Source: an optimization exercise on an open RTL-to-GDS flow (aim: small area, a short achievable clock period and few clock cycles per item). Production flows keep margins and buffers that such runs may drop.
Only simulation tests tie the RTL to the original design; equivalence was not proved.

## design/flow/config.mk

```make
export PLATFORM = sky130hd
export DESIGN_NAME = PointMultiplier
export DESIGN_NICKNAME = PointMultiplier
export VERILOG_FILES = /design/flow/design.v
export SDC_FILE = /design/flow/constraint.sdc
export NUM_CORES = 4
export LEC_CHECK = 0
export CAP_MARGIN = 20
export CORE_MARGIN = 2
export CORE_UTILIZATION = 60
export PLACE_DENSITY = 0.7
export SETUP_SLACK_MARGIN = 3
export SLEW_MARGIN = 20
```

## design/flow/constraint.sdc

```tcl
create_clock -name core_clock -period 8.0 [get_ports {clk}]
set_input_delay 1.6000 -clock core_clock [delete_from_list [all_inputs] [get_ports {clk}]]
set_output_delay 1.6000 -clock core_clock [all_outputs]
set_load 0.01 [all_outputs]
```

## design/flow/design.v

```verilog
module Squarer(a, b);	
	input [6:0] a;
	output [6:0] b;
	assign b[0] = a[0];
	assign b[1] = a[4];
	assign b[2] = a[4] ^ a[1];
	assign b[3] = a[5];
	assign b[4] = a[5] ^ a[2];
	assign b[5] = a[6];
	assign b[6] = a[6] ^ a[3];
endmodule 
module Mastrovito7(a, b, c);
	input [6:0] a, b;
	output [6:0] c;
	assign c[0] = (a[0] & b[0]) ^ (a[1] & b[6]) ^ (a[2] & b[5]) ^ (a[3] & b[4]) ^ (a[4] & b[3]) ^ (a[5] & b[2]) ^ (a[6] & b[1]);
	assign c[1] = (a[0] & b[1]) ^ (a[1] & b[0]) ^ (a[1] & b[6]) ^ (a[2] & b[5]) ^ (a[2] & b[6]) ^ (a[3] & b[4]) ^ (a[3] & b[5]) ^ (a[4] & b[3]) ^ (a[4] & b[4]) ^ (a[5] & b[2]) ^ (a[5] & b[3]) ^ (a[6] & b[1]) ^ (a[6] & b[2]);
	assign c[2] = (a[0] & b[2]) ^ (a[1] & b[1]) ^ (a[2] & b[0]) ^ (a[2] & b[6]) ^ (a[3] & b[5]) ^ (a[3] & b[6]) ^ (a[4] & b[4]) ^ (a[4] & b[5]) ^ (a[5] & b[3]) ^ (a[5] & b[4]) ^ (a[6] & b[2]) ^ (a[6] & b[3]);
	assign c[3] = (a[0] & b[3]) ^ (a[1] & b[2]) ^ (a[2] & b[1]) ^ (a[3] & b[0]) ^ (a[3] & b[6]) ^ (a[4] & b[5]) ^ (a[4] & b[6]) ^ (a[5] & b[4]) ^ (a[5] & b[5]) ^ (a[6] & b[3]) ^ (a[6] & b[4]);
	assign c[4] = (a[0] & b[4]) ^ (a[1] & b[3]) ^ (a[2] & b[2]) ^ (a[3] & b[1]) ^ (a[4] & b[0]) ^ (a[4] & b[6]) ^ (a[5] & b[5]) ^ (a[5] & b[6]) ^ (a[6] & b[4]) ^ (a[6] & b[5]);
	assign c[5] = (a[0] & b[5]) ^ (a[1] & b[4]) ^ (a[2] & b[3]) ^ (a[3] & b[2]) ^ (a[4] & b[1]) ^ (a[5] & b[0]) ^ (a[5] & b[6]) ^ (a[6] & b[5]) ^ (a[6] & b[6]);
	assign c[6] = (a[0] & b[6]) ^ (a[1] & b[5]) ^ (a[2] & b[4]) ^ (a[3] & b[3]) ^ (a[4] & b[2]) ^ (a[5] & b[1]) ^ (a[6] & b[0]) ^ (a[6] & b[6]);
endmodule
module MastrovitoL7(a, b, c);
	input [6:0] a, b;
	output [6:0] c;
	assign c[0] = 1'b0;
	assign c[1] = (a[0] & b[1]) ^ (a[0] & b[4]) ^ (a[1] & b[0]) ^ (a[1] & b[3]) ^ (a[1] & b[6]) ^ (a[2] & b[2]) ^ (a[2] & b[5]) ^ (a[2] & b[6]) ^ (a[3] & b[1]) ^ (a[3] & b[4]) ^ (a[3] & b[5]) ^ (a[4] & b[0]) ^ (a[4] & b[3]) ^ (a[4] & b[4]) ^ (a[4] & b[6]) ^ (a[5] & b[2]) ^ (a[5] & b[3]) ^ (a[5] & b[5]) ^ (a[5] & b[6]) ^ (a[6] & b[1]) ^ (a[6] & b[2]) ^ (a[6] & b[4]) ^ (a[6] & b[5]);
	assign c[2] = (a[0] & b[1]) ^ (a[0] & b[2]) ^ (a[0] & b[4]) ^ (a[1] & b[0]) ^ (a[1] & b[1]) ^ (a[1] & b[3]) ^ (a[1] & b[6]) ^ (a[2] & b[0]) ^ (a[2] & b[2]) ^ (a[2] & b[5]) ^ (a[3] & b[1]) ^ (a[3] & b[4]) ^ (a[3] & b[6]) ^ (a[4] & b[0]) ^ (a[4] & b[3]) ^ (a[4] & b[5]) ^ (a[4] & b[6]) ^ (a[5] & b[2]) ^ (a[5] & b[4]) ^ (a[5] & b[5]) ^ (a[5] & b[6]) ^ (a[6] & b[1]) ^ (a[6] & b[3]) ^ (a[6] & b[4]) ^ (a[6] & b[5]);
	assign c[3] = (a[0] & b[3]) ^ (a[0] & b[5]) ^ (a[1] & b[2]) ^ (a[1] & b[4]) ^ (a[2] & b[1]) ^ (a[2] & b[3]) ^ (a[3] & b[0]) ^ (a[3] & b[2]) ^ (a[3] & b[6]) ^ (a[4] & b[1]) ^ (a[4] & b[5]) ^ (a[4] & b[6]) ^ (a[5] & b[0]) ^ (a[5] & b[4]) ^ (a[5] & b[5]) ^ (a[5] & b[6]) ^ (a[6] & b[3]) ^ (a[6] & b[4]) ^ (a[6] & b[5]) ^ (a[6] & b[6]);
	assign c[4] = (a[0] & b[2]) ^ (a[0] & b[4]) ^ (a[0] & b[5]) ^ (a[1] & b[1]) ^ (a[1] & b[3]) ^ (a[1] & b[4]) ^ (a[2] & b[0]) ^ (a[2] & b[2]) ^ (a[2] & b[3]) ^ (a[2] & b[6]) ^ (a[3] & b[1]) ^ (a[3] & b[2]) ^ (a[3] & b[5]) ^ (a[3] & b[6]) ^ (a[4] & b[0]) ^ (a[4] & b[1]) ^ (a[4] & b[4]) ^ (a[4] & b[5]) ^ (a[4] & b[6]) ^ (a[5] & b[0]) ^ (a[5] & b[3]) ^ (a[5] & b[4]) ^ (a[5] & b[5]) ^ (a[6] & b[2]) ^ (a[6] & b[3]) ^ (a[6] & b[4]) ^ (a[6] & b[6]);
	assign c[5] = (a[0] & b[5]) ^ (a[0] & b[6]) ^ (a[1] & b[4]) ^ (a[1] & b[5]) ^ (a[2] & b[3]) ^ (a[2] & b[4]) ^ (a[3] & b[2]) ^ (a[3] & b[3]) ^ (a[4] & b[1]) ^ (a[4] & b[2]) ^ (a[5] & b[0]) ^ (a[5] & b[1]) ^ (a[5] & b[6]) ^ (a[6] & b[0]) ^ (a[6] & b[5]);
	assign c[6] = (a[0] & b[3]) ^ (a[1] & b[2]) ^ (a[2] & b[1]) ^ (a[3] & b[0]) ^ (a[3] & b[6]) ^ (a[4] & b[5]) ^ (a[4] & b[6]) ^ (a[5] & b[4]) ^ (a[5] & b[5]) ^ (a[6] & b[3]) ^ (a[6] & b[4]);
endmodule
module Inverse(a, b);
	input [6:0] a;
	output reg [6:0] b;
	always @(*) begin
		case (a)
			7'd0: b = 7'd0;
			7'd1: b = 7'd1;
			7'd2: b = 7'd65;
			7'd3: b = 7'd126;
			7'd4: b = 7'd97;
			7'd5: b = 7'd42;
			7'd6: b = 7'd63;
			7'd7: b = 7'd54;
			7'd8: b = 7'd113;
			7'd9: b = 7'd18;
			7'd10: b = 7'd21;
			7'd11: b = 7'd74;
			7'd12: b = 7'd94;
			7'd13: b = 7'd79;
			7'd14: b = 7'd27;
			7'd15: b = 7'd103;
			7'd16: b = 7'd121;
			7'd17: b = 7'd92;
			7'd18: b = 7'd9;
			7'd19: b = 7'd112;
			7'd20: b = 7'd75;
			7'd21: b = 7'd10;
			7'd22: b = 7'd37;
			7'd23: b = 7'd68;
			7'd24: b = 7'd47;
			7'd25: b = 7'd35;
			7'd26: b = 7'd102;
			7'd27: b = 7'd14;
			7'd28: b = 7'd76;
			7'd29: b = 7'd71;
			7'd30: b = 7'd114;
			7'd31: b = 7'd110;
			7'd32: b = 7'd125;
			7'd33: b = 7'd91;
			7'd34: b = 7'd46;
			7'd35: b = 7'd25;
			7'd36: b = 7'd69;
			7'd37: b = 7'd22;
			7'd38: b = 7'd56;
			7'd39: b = 7'd61;
			7'd40: b = 7'd100;
			7'd41: b = 7'd119;
			7'd42: b = 7'd5;
			7'd43: b = 7'd96;
			7'd44: b = 7'd83;
			7'd45: b = 7'd123;
			7'd46: b = 7'd34;
			7'd47: b = 7'd24;
			7'd48: b = 7'd86;
			7'd49: b = 7'd116;
			7'd50: b = 7'd80;
			7'd51: b = 7'd52;
			7'd52: b = 7'd51;
			7'd53: b = 7'd81;
			7'd54: b = 7'd7;
			7'd55: b = 7'd62;
			7'd56: b = 7'd38;
			7'd57: b = 7'd60;
			7'd58: b = 7'd98;
			7'd59: b = 7'd73;
			7'd60: b = 7'd57;
			7'd61: b = 7'd39;
			7'd62: b = 7'd55;
			7'd63: b = 7'd6;
			7'd64: b = 7'd127;
			7'd65: b = 7'd2;
			7'd66: b = 7'd108;
			7'd67: b = 7'd84;
			7'd68: b = 7'd23;
			7'd69: b = 7'd36;
			7'd70: b = 7'd77;
			7'd71: b = 7'd29;
			7'd72: b = 7'd99;
			7'd73: b = 7'd59;
			7'd74: b = 7'd11;
			7'd75: b = 7'd20;
			7'd76: b = 7'd28;
			7'd77: b = 7'd70;
			7'd78: b = 7'd95;
			7'd79: b = 7'd13;
			7'd80: b = 7'd50;
			7'd81: b = 7'd53;
			7'd82: b = 7'd122;
			7'd83: b = 7'd44;
			7'd84: b = 7'd67;
			7'd85: b = 7'd109;
			7'd86: b = 7'd48;
			7'd87: b = 7'd117;
			7'd88: b = 7'd104;
			7'd89: b = 7'd107;
			7'd90: b = 7'd124;
			7'd91: b = 7'd33;
			7'd92: b = 7'd17;
			7'd93: b = 7'd120;
			7'd94: b = 7'd12;
			7'd95: b = 7'd78;
			7'd96: b = 7'd43;
			7'd97: b = 7'd4;
			7'd98: b = 7'd58;
			7'd99: b = 7'd72;
			7'd100: b = 7'd40;
			7'd101: b = 7'd118;
			7'd102: b = 7'd26;
			7'd103: b = 7'd15;
			7'd104: b = 7'd88;
			7'd105: b = 7'd106;
			7'd106: b = 7'd105;
			7'd107: b = 7'd89;
			7'd108: b = 7'd66;
			7'd109: b = 7'd85;
			7'd110: b = 7'd31;
			7'd111: b = 7'd115;
			7'd112: b = 7'd19;
			7'd113: b = 7'd8;
			7'd114: b = 7'd30;
			7'd115: b = 7'd111;
			7'd116: b = 7'd49;
			7'd117: b = 7'd87;
			7'd118: b = 7'd101;
			7'd119: b = 7'd41;
			7'd120: b = 7'd93;
			7'd121: b = 7'd16;
			7'd122: b = 7'd82;
			7'd123: b = 7'd45;
			7'd124: b = 7'd90;
			7'd125: b = 7'd32;
			7'd126: b = 7'd3;
			7'd127: b = 7'd64;
			default: b = 7'd0;
		endcase
	end
endmodule
module PointAdder(point1, point2, den_inv, dbl, add, sum, sum_raw);
	input [13:0] point1;
	input [13:0] point2;
	input [6:0] den_inv;
	input dbl, add;
	output [13:0] sum;
	output [13:0] sum_raw;
	wire [6:0] x1 = point1[6:0];
	wire [6:0] y1 = point1[13:7];
	wire [6:0] x2 = point2[6:0];
	wire [6:0] y2 = point2[13:7];
	wire [6:0] num = y1 ^ (y2 & {7{add}});
	wire [6:0] c = x1 & {7{dbl}};
	wire [6:0] q, c_sq, out;
	Mastrovito7 mult2(num, den_inv, q);
	wire [6:0] slope = q ^ c;
	Squarer square(slope, c_sq);
	wire [6:0] point3x = c_sq ^ slope ^ 7'b1 ^ ((x1 ^ x2) & {7{add}});
	Mastrovito7 mult(slope, x1 ^ point3x, out);
	wire [6:0] point3y = out ^ point3x ^ y1;
	assign sum_raw = {point3y, point3x};
	assign sum = (den_inv == 7'd0) ? 14'b0 : sum_raw;
endmodule
module PointMultiplier(point, scalar, clk, start, result, done);
	input [13:0] point;
	input [6:0] scalar;
	input clk, start;
	output [13:0] result;
	output reg done;
	reg [13:0] cur;
	reg [13:0] acc;
	reg [6:0] ks;
	reg ph;
	reg dbl;
	reg add;
	reg [6:0] invd;
	wire acc_zero = (acc == 14'b0);
	wire add_now = ks[0] & ~ph;           
	wire real_add = add_now & ~acc_zero;  
	wire triv = add_now & acc_zero;       
	wire last = (ks[6:1] == 6'b0);
	wire dbl_last = ~ks[0] & ~ph & acc_zero & ks[1] & (ks[6:2] == 5'b0);
	wire [13:0] unit_out, unit_raw;
	PointAdder unit(cur, acc, invd, dbl, add, unit_out, unit_raw);
	assign result = acc;
	wire accz_n = ~triv & acc_zero;
	wire ks1_n = real_add ? ks[0] : ks[1];
	wire dbl_n = ~(ks1_n & ~real_add & ~accz_n);
	wire [6:0] den_add = acc_zero ? cur[6:0] : acc[6:0];
	wire [6:0] den_n = real_add ? cur[6:0] : (unit_raw[6:0] ^ (den_add & {7{~dbl_n}}));
	wire [6:0] invd_n;
	Inverse inv_next(start ? point[6:0] : den_n, invd_n);
	always @(posedge clk) begin
		invd <= invd_n;
		if (start) begin
			cur <= point;
			ks <= scalar;
			ph <= 1'b0;
			dbl <= 1'b1;
			add <= 1'b0;
		end else begin
			ph <= real_add;
			dbl <= dbl_n;
			add <= ~dbl_n;
			if (!real_add) begin
				cur <= unit_raw;
				ks <= ks >> 1;
			end
		end
	end
	always @(posedge clk) begin
		if (start) begin
			acc <= 14'b0;
			done <= 1'b0;
		end else if (!done) begin
			if (ks == 7'b0) begin
				done <= 1'b1;
			end else begin
				if (triv) acc <= cur;
				if (real_add | dbl_last) acc <= unit_out;
				if ((add_now & last) | dbl_last | (~real_add & (cur[6:0] == 7'b0)))
					done <= 1'b1;
			end
		end
	end
endmodule
```

## design/flow/flow/run.sh

```bash
#!/bin/bash
# Layout flow: the standard flow, except that the synthesis's final
# technology mapping (ABC) runs flow/abc.script (Yosys's default ABC script
# for a liberty library, with a relaxed delay target for area recovery)
# instead of ORFS's abc_speed/abc_area script, and the half/full-adder
# extraction is off (this design is XOR logic, not arithmetic).
# Everything before ABC (and so every register, its name and cell) is
# the standard synthesis (synth_recipe.tcl); everything after synthesis
# is standard.sh, with the port buffers that global placement inserts made
# of buf_1 cells (ORFS's BUFFER_PORTS_ARGS) instead of the resizer's pick,
# clkdlybuf4s50_1; repair_design and repair_timing still resize them.
# Logs: synth.log, layout.log.
set -euo pipefail
W=$(pwd)
export MY_ABC_D=$(cat "$W/flow/abc_d.txt" 2>/dev/null || echo 4000)
export MY_ABC_SCRIPT="$W/flow/abc.script"
make -C "$FLOW_HOME" DESIGN_CONFIG="$W/config.mk" WORK_HOME="$W/orfs" CLKGATE_MAP_FILE= \
  SYNTH_SCRIPT="$W/flow/my_synth.tcl" ADDER_MAP_FILE= synth > "$W/synth.log" 2>&1
export BUFFER_PORTS_ARGS="-buffer_cell sky130_fd_sc_hd__buf_1"
bash "$W/standard.sh" > "$W/layout.log" 2>&1
```

## design/flow/flow/abc.script

```
strash; &get -n; &fraig -x; &put; dc2; strash; &get -n; &dch -f; &nf -R 20 {D}; &put
```

## design/flow/flow/abc_d.txt

```
4000
```

## design/flow/flow/my_synth.tcl

```tcl
proc synth {args} { yosys synth -nofsm -noshare {*}$args }
# Same synthesis as synth_recipe.tcl, but the final technology mapping uses
# Yosys's default ABC script with the delay target from MY_ABC_D (ps).
proc abc {args} {
  set keep {}
  set i 0
  while {$i < [llength $args]} {
    set a [lindex $args $i]
    if {$a eq "-script" || $a eq "-D"} {
      incr i 2
      continue
    }
    lappend keep $a
    incr i
  }
  if {[info exists ::env(MY_ABC_SCRIPT)] && $::env(MY_ABC_SCRIPT) ne ""} {
    lappend keep -script $::env(MY_ABC_SCRIPT)
  }
  yosys abc {*}$keep -D [expr {[info exists ::env(MY_ABC_D)] ? $::env(MY_ABC_D) : 4000}]
}
source $::env(SCRIPTS_DIR)/synth.tcl
# left out here: clear keep_hierarchy, flatten, clean up, hide names made inside functions, write 1_2_yosys.v
```

## design/flow/standard.sh

```bash
#!/bin/bash
# synth_recipe.tcl (not shown) runs the flow's synth.tcl, then flattens the netlist and writes it again
# the make line also repeats each setting of config.mk as NAME=value (left out here)
make -C /OpenROAD-flow-scripts/flow DESIGN_CONFIG=/design/flow/config.mk WORK_HOME=/design/flow/orfs CLKGATE_MAP_FILE= SYNTH_SCRIPT=/design/flow/synth_recipe.tcl "${@:-finish}"
```

==> results.cfg, run 1 <==
[route]
route.detailed.drc = 0
viasPerCell = 6.74
dr.pass1.iters = 6
vias = 5839
avgRoutedWirePerCell_um = 19.8
finalWirelength_mm = 17.2
ant_nets = 0
drt_iter0_markers = 722

[synthesis]
synth_top_area_share_pct = 19.3
ys_ff_latch = 46
synth_compound_area_share_pct = 22.5
synth.distinct_cells = 45
synth_edf_count = 21
synth_top_family_by_area = XOR/XNOR gates
synthXorXnorAreaFrac_pct = 27.4
synth-async-reset-ratio_pct = 0
synthSimpleGateAreaFrac_pct = 25.0
synth_area_leader_cell = xnor2_1
ys_top_cells_by_area = xnor2_1 19%, edfxtp_1 12%, dfxtp_1 9.8%, nand2_1 8.9%, nor2_1 7.6%
syn-mean-instance-area_um2 = 7.25
synth_cells = 701
ys.warnings.count = 2
syn_nets = 724
ys.flop_type = dfxtp_1
synth_area_um2 = 5080
synth_adder_area_share_pct = 0
muxShareOfSynthArea_pct = 2.12
ys_seq_area_share_pct = 22.3

[sta]
fin_crit_ps = 4810
setup_viol = 0
worst_slack_ps = 3190
setup_tns_ps = 0
clock_skew_ps = 27.9
fmax_mhz = 208
rsz0062_at_grt = no
tightestPinTransition_ps = 991
slew_headroom_pct = 33.7
min_period_over_period_pct = 60.2
drv_slew = 0
hold_viol_final = 0

[floorplan]
die_h_um = 96.0
rows = 33
core_um2 = 8220
io_pins = 38
dieArea_um2 = 9220
die_w_um = 96.0
initial_core_util_pct = 61.9

[cells_and_area]
fillers = 673
area_delta_synth_final_pct = 12.6
final_cell_mix = 117 x nand2_1, 105 x xnor2_1, 101 x nor2_1
layout-drive-gt1-share_pct = 5.78
diodes = 0
fin_nets = 783
final_common_cell = nand2_1
regArea_um2 = 1130
multi_input_comb_area_um2 = 4060

[run]
maxCapViolCount = 0

[setup_path]
r2r_end = invd[5]$_DFF_P_
crit_type = register to register
arrival_ps = 5030
regToRegSetupSlack_ps = 3190
worstSetupStartpointType = register
worstRegToRegCells = 16
timing.rr.start = cur[9]$_DFFE_PP_
critPathRequiredTime_ps = 8220
worstPathMaxFanout = 10
cp-end-kind = register

[global_route]
grt_use_total_pct = 37.8
grt_max_degree = 50
grt_overflow = 0
antenna_found_initial = 0
grt_pass1_wl_mm = 27.3
grt_pass1_vias = 5347

[placement]
gp_congestion = 1.01
port_buffers = 37
dp_slack_ps = 1610
hpwl_mm = 12.3

[clock_tree]
postCtsHoldBufs = 0
clock_path_buffers = 2
tritoncts = done
cts_sinks = 46
clock-root-buffer = clkbuf_8
insertion_delay_ps = 320
h-tree-depth = 2
clkTransAtPathRegs_ps = 110
numCtsBuffers = 5

[min_path]
hp-start = ks[3]$_DFFE_PP_
hold-path-cell-count = 1
min_path_type = register to register
worstHoldEndpoint = ks[2]$_DFFE_PP_

[run_status]
run_status = timing/DRC/antenna clean
[worst max-delay path, cell delays in order, from the launching register on]
cell	delay, ps
edfxtp_1	520
and3_1	270
nor2_1	280
nand2_1	110
xnor2_1	210
xnor3_1	420
xnor2_4	220
xnor3_1	550
xor2_1	190
mux2i_1	300
o21a_1	300
nand2_2	240
a21oi_2	350
o21ai_0	160
a311oi_1	300
nor3_1	100
a31oi_1	210
[cell usage after synthesis (all sizes together), types with 4 or more instances]
cell type,number
o311ai,5
edfxtp,21
and2,7
o21a,4
xnor3,4
nor2,103
a311oi,4
dfxtp,25
a21oi,43
nand2,120
a31oi,12
xnor2,112
xor2,37
mux2i,4
nand3,34
or3,4
o21ai,59
a21o,8
mux2,6
nand2b,6
a221oi,11
clkinv,10
nor3,17
nor4,6
o211a,6
[stage by stage]
stage / instances / util [%] / hold WS [ps] / area (µm²)
global route: 866 / 69.6 / 601 / 5720
CTS: 859 / 67.9 / 557 / 5580
global placement: 851 / 66.2 / 527 / 5440
floorplan: 701 / - / 519 / 5090
detailed placement: 851 / 66.2 / 541 / 5440
finish: 866 / 69.6 / 564 / 5720
[cell type report]
cell class / count / area share [%]
Timing Repair Buffer: 52 / 4.64
Tap cell: 105 / 2.30
Multi-Input combinational cell: 645 / 71.0
Clock inverter: 3 / 0.372
Clock buffer: 5 / 1.20
Inverter: 10 / 0.656
Sequential cell: 46 / 19.8
[worst max-delay path by stage]
stage                                start               to  slack [ps]
after CTS                 cur[9]$_DFFE_PP_  invd[4]$_DFF_P_        3010
after global routing      cur[9]$_DFFE_PP_  invd[3]$_DFF_P_        2990
after floorplan             add$_SDFF_PP0_  invd[5]$_DFF_P_        3030
after global placement      add$_SDFF_PP0_  invd[5]$_DFF_P_        1570
after detailed placement    add$_SDFF_PP0_  invd[5]$_DFF_P_        1610
final                     cur[9]$_DFFE_PP_  invd[5]$_DFF_P_        3190
[repair_timing]
item,CTS,global route
endpoints found under the setup margin,18,17
buffers inserted,0,7
hold endpoints to repair,0,0
pin swaps,0,3
resized for setup,11,14
[per-layer routing]
layer,part of all wire [%],up-vias,track usage (%),wire [µm]
li1,-,2614,-,-
met1,37,2666,49.2,6320
met2,46,461,59.2,7920
met3,12,98,7.91,2100
met4,4.9,0,19.3,836
met5,0,-,0,0
[logic make-up (layout without fill, tap and decap cells)]
family | Yosys count | in the layout
simple gates | 302 | 302
compound gates | 180 | 180
xor+xnor | 153 | 153
flops | 46 | 46
mux | 10 | 10
buf+inv | 10 | 70
[sequential cells by signal, summed over array words and instances (netlist names)]
name	flops
acc	14
cur	14
invd	7
ks	7
add	1
dbl	1
done	1
ph	1
Testbench counts, summed over its fixed seeds: cycles 3,221, items 384.
==> run 2: changes to the inputs <==
--- a/design/flow/config.mk
+++ b/design/flow/config.mk
@@ -9,4 +9,3 @@
 export CORE_MARGIN = 2
-export CORE_UTILIZATION = 60
-export PLACE_DENSITY = 0.7
+export CORE_UTILIZATION = 50
 export SETUP_SLACK_MARGIN = 3
==> results.cfg, run 2 <==
[clock_tree]
postCtsHoldBufs = 0
cts_sinks = 46
tritoncts = done
h-tree-depth = 2
clock_path_buffers = 2
clkTransAtPathRegs_ps = 110
clock-root-buffer = clkbuf_8
numCtsBuffers = 5
insertion_delay_ps = 310

[floorplan]
io_pins = 38
die_h_um = 105
rows = 36
dieArea_um2 = 11000
core_um2 = 9820
die_w_um = 105
initial_core_util_pct = 51.8

[cells_and_area]
fin_nets = 784
area_delta_synth_final_pct = 12.9
final_common_cell = nand2_1
diodes = 0
layout-drive-gt1-share_pct = 6.56
biggestRegsByFlops = acc x14, cur x14
final_cell_mix = 115 x nand2_1, 107 x xnor2_1, 98 x nor2_1

[sta]
slew_headroom_pct = 45.7
hold_viol_final = 0
setup_viol = 0
tightestPinTransition_ps = 809
rsz0062_at_grt = no
clock_skew_ps = 23.5
min_period_over_period_pct = 60.0
setup_tns_ps = 0
fin_crit_ps = 4800
drv_slew = 0
fmax_mhz = 208

[synthesis]
syn-mean-instance-area_um2 = 7.25
synth.distinct_cells = 45
synth_area_leader_cell = xnor2_1
ys_ff_latch = 46
yosysMostFrequentCell = nand2_1
ys_seq_area_share_pct = 22.3
syn_nets = 724
ys_top_cells_by_area = xnor2_1 19%, edfxtp_1 12%, dfxtp_1 9.8%, nand2_1 8.9%, nor2_1 7.6%
ys.warnings.count = 2
synth_area_um2 = 5080
ys.flop_type = dfxtp_1
synth_cells = 701
synth_common_cells = 120 x nand2_1, 112 x xnor2_1, 103 x nor2_1
synth-async-reset-ratio_pct = 0
synth_top_area_share_pct = 19.3
synth_edf_count = 21

[setup_path]
cp-end-kind = register
regToRegSetupSlack_ps = 3200
timing.rr.start = cur[9]$_DFFE_PP_
arrival_ps = 5040
crit_type = register to register
critPathRequiredTime_ps = 8240
worstSetupStartpointType = register
r2r_end = invd[4]$_DFF_P_
worstPathMaxFanout = 10
worstRegToRegCells = 19

[route]
vias = 5689
avgRoutedWirePerCell_um = 19.5
drt_iter0_markers = 614
finalWirelength_mm = 17.4
route.detailed.drc = 0
ant_nets = 0
dr.pass1.iters = 5
viasPerCell = 6.36

[global_route]
antenna_found_initial = 0
grt_pass1_wl_mm = 28.1
grt_use_total_pct = 31.6
grt_pass1_vias = 5370
grt_max_degree = 50
grt_overflow = 0

[run_status]
run_status = timing/DRC/antenna clean

[placement]
gp_congestion = 0.991
port_buffers = 37
hpwl_mm = 12.7

[run]
maxCapViolCount = 0

[min_path]
min_path_type = register to register
hold-path-cell-count = 1
hp-start = ks[3]$_DFFE_PP_
worstHoldEndpoint = ks[2]$_DFFE_PP_
[run 2: cell types whose count changed in the layout (fill, tap and decap cells not counted), sizes merged]
| cell | change |
|---|---|
| clkbuf | +1 |
[run 2: worst max path at each step]
stage | endpoint | slack [ps] | startpoint | cells past startpoint
2_1_floorplan | invd[5]$_DFF_P_ | 3030 | add$_SDFF_PP0_ | 16
3_5_place_dp | invd[5]$_DFF_P_ | 1820 | add$_SDFF_PP0_ | 16
3_3_place_gp | invd[5]$_DFF_P_ | 1660 | add$_SDFF_PP0_ | 16
6_report | invd[4]$_DFF_P_ | 3200 | cur[9]$_DFFE_PP_ | 19
5_1_grt | invd[5]$_DFF_P_ | 2990 | cur[9]$_DFFE_PP_ | 17
4_1_cts | invd[3]$_DFF_P_ | 3050 | cur[9]$_DFFE_PP_ | 18
[run 2: cells by family after synthesis]
kind of cell	count (synthesis)	synth area share, %
buffers and inverters	10	0.739
flip-flops	46	22.3
AND/OR/NAND/NOR	302	25.0
multiplexers	10	2.12
XOR/XNOR	153	27.4
AO/OA/AOI/OAI	180	22.5
[run 2: final cells by class]
class / count / area (µm²)
Sequential cell: 46 / 1130
Multi-Input combinational cell: 645 / 4050
Tap cell: 133 / 166
Inverter: 10 / 37.5
Timing Repair Buffer: 53 / 260
Clock buffer: 5 / 68.8
Clock inverter: 3 / 21.3
Fill cell: 941 / 4080
[run 2: stage by stage]
| stage | instances | util, % | hold WS (ps) | worst slack (ps) | instance area [µm²] |
|---|---|---|---|---|---|
| final | 895 | 58.4 | 570 | 3200 | 5740 |
| after global routing | 895 | 58.4 | 601 | 2990 | 5740 |
| after CTS | 889 | 57.3 | 576 | 3050 | 5630 |
| after detailed placement | 881 | 55.8 | 549 | 1820 | 5480 |
| after global placement | 881 | 55.8 | 531 | 1660 | 5480 |
| after floorplan | 701 | - | 519 | 3030 | 5090 |
[run 2: layer usage]
metal	up-vias	part of all wire (%)	track usage [%]
met3	72	9.6	5.61
met1	2623	39	40.5
li1	2621	-	-
met5	-	0	0
met2	373	47	51.8
met4	0	4.3	14.5
[run 2: what timing repair did]
action,in CTS,in global routing
pin swaps,0,1
setup endpoints to repair,16,19
gates resized for setup,13,19
buffers inserted,0,5
gates cloned,0,0
[run 2: worst max-delay path, cell delays in order (launching register included)]
cell	delay (ps)
edfxtp_1	490
and3_1	270
nor2_2	220
nand2_1	100
xnor2_1	270
xnor3_1	380
xnor2_1	140
buf_4	180
xnor2_1	290
xnor2_2	230
or3_1	450
a32oi_4	340
nand2_1	210
nor2_2	270
nor2_1	70
o21ai_0	210
o311a_1	250
a21oi_1	40
o22ai_1	170
a22o_1	150

port drivers added, routing unchanged:
In the flow no input, the clock included, has a driving cell. The finished layouts below were timed again as built, in two steps. Step 1, drivers: a clkbuf_16 drives clk and a buf_2 each remaining input, both assumed. Step 2 moves the port delays by t, midway between the first and last clock arrival at a register: inputs arrive t later, outputs are due t later. That takes back most of the time a late clock gives input paths. a / b / c = ideal / step 1 / step 2; a / b = the first two.
| run | shift t [ns] | setup WS [ns] | pins driven straight from the clock port |
|---|---|---|---|
| run 1 | 0.340 | 3.188 / 3.188 / 3.188 | 1 |
| run 2 | 0.335 | 3.201 / 3.201 / 3.201 | 1 |
After both steps every run listed still meets setup and hold.
